Context: an optimization exercise on an open-source flow, tuned for small area and a short achievable clock period. The choices shown serve that exercise and are no tape-out recipe. The RTL was checked by simulation tests, not by an equivalence proof against the original design. No driver is modelled on the clock port, so clocking that relies on it looks cheaper here than on a real chip. Power figures rest on the tool's default switching activity, not on a simulated workload.

==> flow/design.v (excerpt) <==
module adc_to_vga(clock, reset, ADC_CS_N, ADC_DIN, ADC_SCLK, ADC_DOUT, vga_R, vga_G,
vga_B, vga_clk, vga_blank, vga_sync, vga_h_sync, vga_v_sync, dalgalar, a_sayisi);
	output [7:0] vga_R, vga_G, vga_B;
	output wire vga_clk, vga_blank, vga_sync, vga_h_sync, vga_v_sync;
	input clock, reset;
	input [1:0] a_sayisi, dalgalar;
	output wire ADC_CS_N;          
	output wire ADC_DIN;           
	output wire ADC_SCLK;          
	input ADC_DOUT;                
	wire [11:0] serial_parallel_data;
	wire [11:0] next_data;
	wire late28, late27;
	wire [11:0] signal_amp;
	wire [11:0] signal_offset;
	wire [19:0] win_f;
	wire [14:0] freq_bcd;
ADC system_1(.clock(clock), .reset(reset), .ADC_CS_N(ADC_CS_N), .ADC_DIN(ADC_DIN), .ADC_SCLK(ADC_SCLK), .ADC_DOUT(ADC_DOUT),
	.serial_parallel_data(serial_parallel_data), .data(next_data), .late28(late28), .late27(late27));
magnitude system_2(.voltage(serial_parallel_data), .clk(clock), .reset(reset), .win_f(win_f), .dc_offset(signal_offset), .amp(signal_amp));
frequency system_3(.clk(clock), .reset(reset), .data(serial_parallel_data), .mean(signal_offset), .next_data(next_data),
	.late28(late28), .late27(late27), .win_f(win_f), .freq_bcd(freq_bcd));
vga system_4(.vpp(signal_amp), .offset(signal_offset), .freq_bcd(freq_bcd), .clk(clock), .reset(reset), .vga_h_sync(vga_h_sync), .vga_v_sync(vga_v_sync),
.vga_R(vga_R), .vga_G(vga_G), .vga_B(vga_B), .vga_clk(vga_clk), .vga_blank(vga_blank), .vga_sync(vga_sync), .dalgalar(dalgalar), .a_sayisi(a_sayisi));
endmodule
Size in the first run: roughly 2700 cells after synthesis, ~290 flip-flops, about 39 I/O pins, roughly 0.023 mm^2 of cells after synthesis.
clock: 120.0 ns
lec_check: 0
cap_margin: 20
core_margin: 2
core_utilization: 40
gpl_timing_driven: 0
slew_margin: 20
standard.sh (not shown) runs the stock make flow with config.mk's settings and CLKGATE_MAP_FILE= SYNTH_SCRIPT=/design/flow/synth_recipe.tcl, a recipe that flattens the netlist after the stock synthesis.
==> flow/flow/run.sh <==
#!/bin/bash
# Layout: the standard ORFS flow (standard.sh, unchanged synthesis) with
# these ORFS variables changed:
#  - REMOVE_ABC_BUFFERS=1: floorplan removes the buffers synthesis inserted;
#    with the 120 ns clock they have nothing to do, and repair_design puts
#    back the ones that slew, capacitance or fanout need.
#  - ports are buffered with sky130_fd_sc_hd__buf_2 instead of the delay cell
#    buffer_ports picks by default.
#  - clock tree: no dummy loads, clkbuf_8 buffers, sink clusters of up to
#    15 flip-flops within 80 um.
# After clock tree synthesis, flow/upsize.tcl gives the flip-flops that drive
# the colour outputs a stronger drive; then the standard flow continues.
# make's output goes to standard_cts.log and standard.log, OpenROAD's for the
# upsizing to upsize.log; each ORFS step's log is in orfs/logs/.
set -euo pipefail
export REMOVE_ABC_BUFFERS=1
export BUFFER_PORTS_ARGS="-buffer_cell sky130_fd_sc_hd__buf_2"
export CTS_ARGS="-sink_clustering_enable -repair_clock_nets -dont_use_dummy_load -sink_clustering_size 15 -sink_clustering_max_diameter 80 -buf_list {sky130_fd_sc_hd__clkbuf_8}"
bash standard.sh cts > standard_cts.log 2>&1
openroad -no_init -exit flow/upsize.tcl > upsize.log 2>&1
bash standard.sh > standard.log 2>&1
==> flow/flow/upsize.tcl <==
# Give the three flip-flops that drive the 24 colour outputs (8 output
# buffers each) the strongest drive of their cell type, then legalize.
read_db orfs/results/sky130hd/adc_to_vga/base/4_cts.odb
set db [ord::get_db]
set block [ord::get_db_block]
set m4 [$db findMaster sky130_fd_sc_hd__dfxtp_4]
foreach inst [$block getInsts] {
  set n [$inst getName]
  if {[regexp {^system_4\.[rgb]_out\$} $n] && [[$inst getMaster] getName] == "sky130_fd_sc_hd__dfxtp_1"} {
    puts "upsizing $n"
    $inst swapMaster $m4
  }
}
detailed_placement
check_placement -verbose
write_db orfs/results/sky130hd/adc_to_vga/base/4_cts.odb
Rerun with:
==> flow/flow/run.sh (replaced) <==
#!/bin/bash
# Layout: the standard ORFS flow (standard.sh, unchanged synthesis) with
# these ORFS variables changed:
#  - REMOVE_ABC_BUFFERS=1: floorplan removes the buffers synthesis inserted;
#    with the 120 ns clock they have nothing to do, and repair_design puts
#    back the ones that slew, capacitance or fanout need.
#  - ports are buffered with sky130_fd_sc_hd__buf_2 instead of the delay cell
#    buffer_ports picks by default.
#  - RECOVER_POWER=100: after global routing, cells on paths with slack are
#    made smaller.
#  - clock tree: no dummy loads, clkbuf_4/clkbuf_8 buffers, larger sink
#    clusters.
# Each tool's log is in orfs/logs/; make's own output goes to standard.log.
set -euo pipefail
export REMOVE_ABC_BUFFERS=1
export RECOVER_POWER=100
export BUFFER_PORTS_ARGS="-buffer_cell sky130_fd_sc_hd__buf_2"
export CTS_ARGS="-sink_clustering_enable -repair_clock_nets -dont_use_dummy_load -sink_clustering_size 15 -sink_clustering_max_diameter 80 -buf_list {sky130_fd_sc_hd__clkbuf_8}"
bash standard.sh > standard.log 2>&1
removed: flow/flow/upsize.tcl
With this change the flow reached the layout checks and failed them: capacitance limit, slew limit.
Final cell count is unchanged.
Total power is about the same.
Synthesized area does not change.
Global-route usage barely changes.
First-iteration DRC count is higher by 5.2%.
Final area fell by 0.77%.
Sequential power barely changes.
Worst setup slack got worse by 3.5 ns.
Combinational power is about the same.
Wire length barely changes.
Rerun with:
--- a/flow/flow/run.sh
+++ b/flow/flow/run.sh
@@ -8,4 +8,2 @@
 #    buffer_ports picks by default.
-#  - RECOVER_POWER=100: after global routing, cells on paths with slack are
-#    made smaller.
 #  - clock tree: no dummy loads, clkbuf_4/clkbuf_8 buffers, larger sink
@@ -15,3 +13,2 @@
 export REMOVE_ABC_BUFFERS=1
-export RECOVER_POWER=100
 export BUFFER_PORTS_ARGS="-buffer_cell sky130_fd_sc_hd__buf_2"
- This time the run finished clean
- via count is about the same
- setup slack improved by 3.4 ns
- synthesized cell count does not change
- final cell count stays the same
- maximum frequency rose by 14%
- non-clock buffer count is unchanged
- cell area rose by 0.72%
- sequential share of layout area fell by 0.19 points
- sequential power is about the same
- worst hold slack stays flat
- sequential cell count stays the same
Rerun with:
--- a/flow/flow/run.sh
+++ b/flow/flow/run.sh
@@ -8,4 +8,4 @@
 #    buffer_ports picks by default.
-#  - clock tree: no dummy loads, clkbuf_4/clkbuf_8 buffers, larger sink
-#    clusters.
+#  - clock tree: no dummy loads, clkbuf_8 buffers, sink clusters of up to
+#    15 flip-flops within 80 um.
 # Each tool's log is in orfs/logs/; make's own output goes to standard.log.
Result: Routed wire length does not change. Final cell count does not change. Non-clock buffer count is unchanged.

[port drivers added, routing unchanged]
Ports are ideal in the flow. The routed layouts listed here were re-timed in OpenROAD.
Step 1, drivers: a clkbuf_16 drives clock and a buf_2 each remaining input, both assumed.
Step 2 times the ports against the registers' clock, not the clock port: input delays grow and output delays shrink by t, the midpoint of the rising clock arrivals with the driver on.
Three values: ideal, step 1, step 2; two values: the first two.
run | t, ns | slack for setup (ns) | worst register clock-pin slew, ns | cell pins on the clock port's net
the first run | 0.644 | 94.841 / 94.786 / 94.453 | 0.11 / 0.11 | 1
the second run | 0.645 | 91.329 / 91.337 / 90.692 | 0.11 / 0.11 | 1
the third run | 0.644 | 94.777 / 94.722 / 94.455 | 0.11 / 0.11 | 1
the fourth run | 0.644 | 94.777 / 94.722 / 94.455 | 0.11 / 0.11 | 1
For the second run, which loses most, drivers alone change the setup slack by +0.008 ns; drivers and shift together by -0.637 ns.
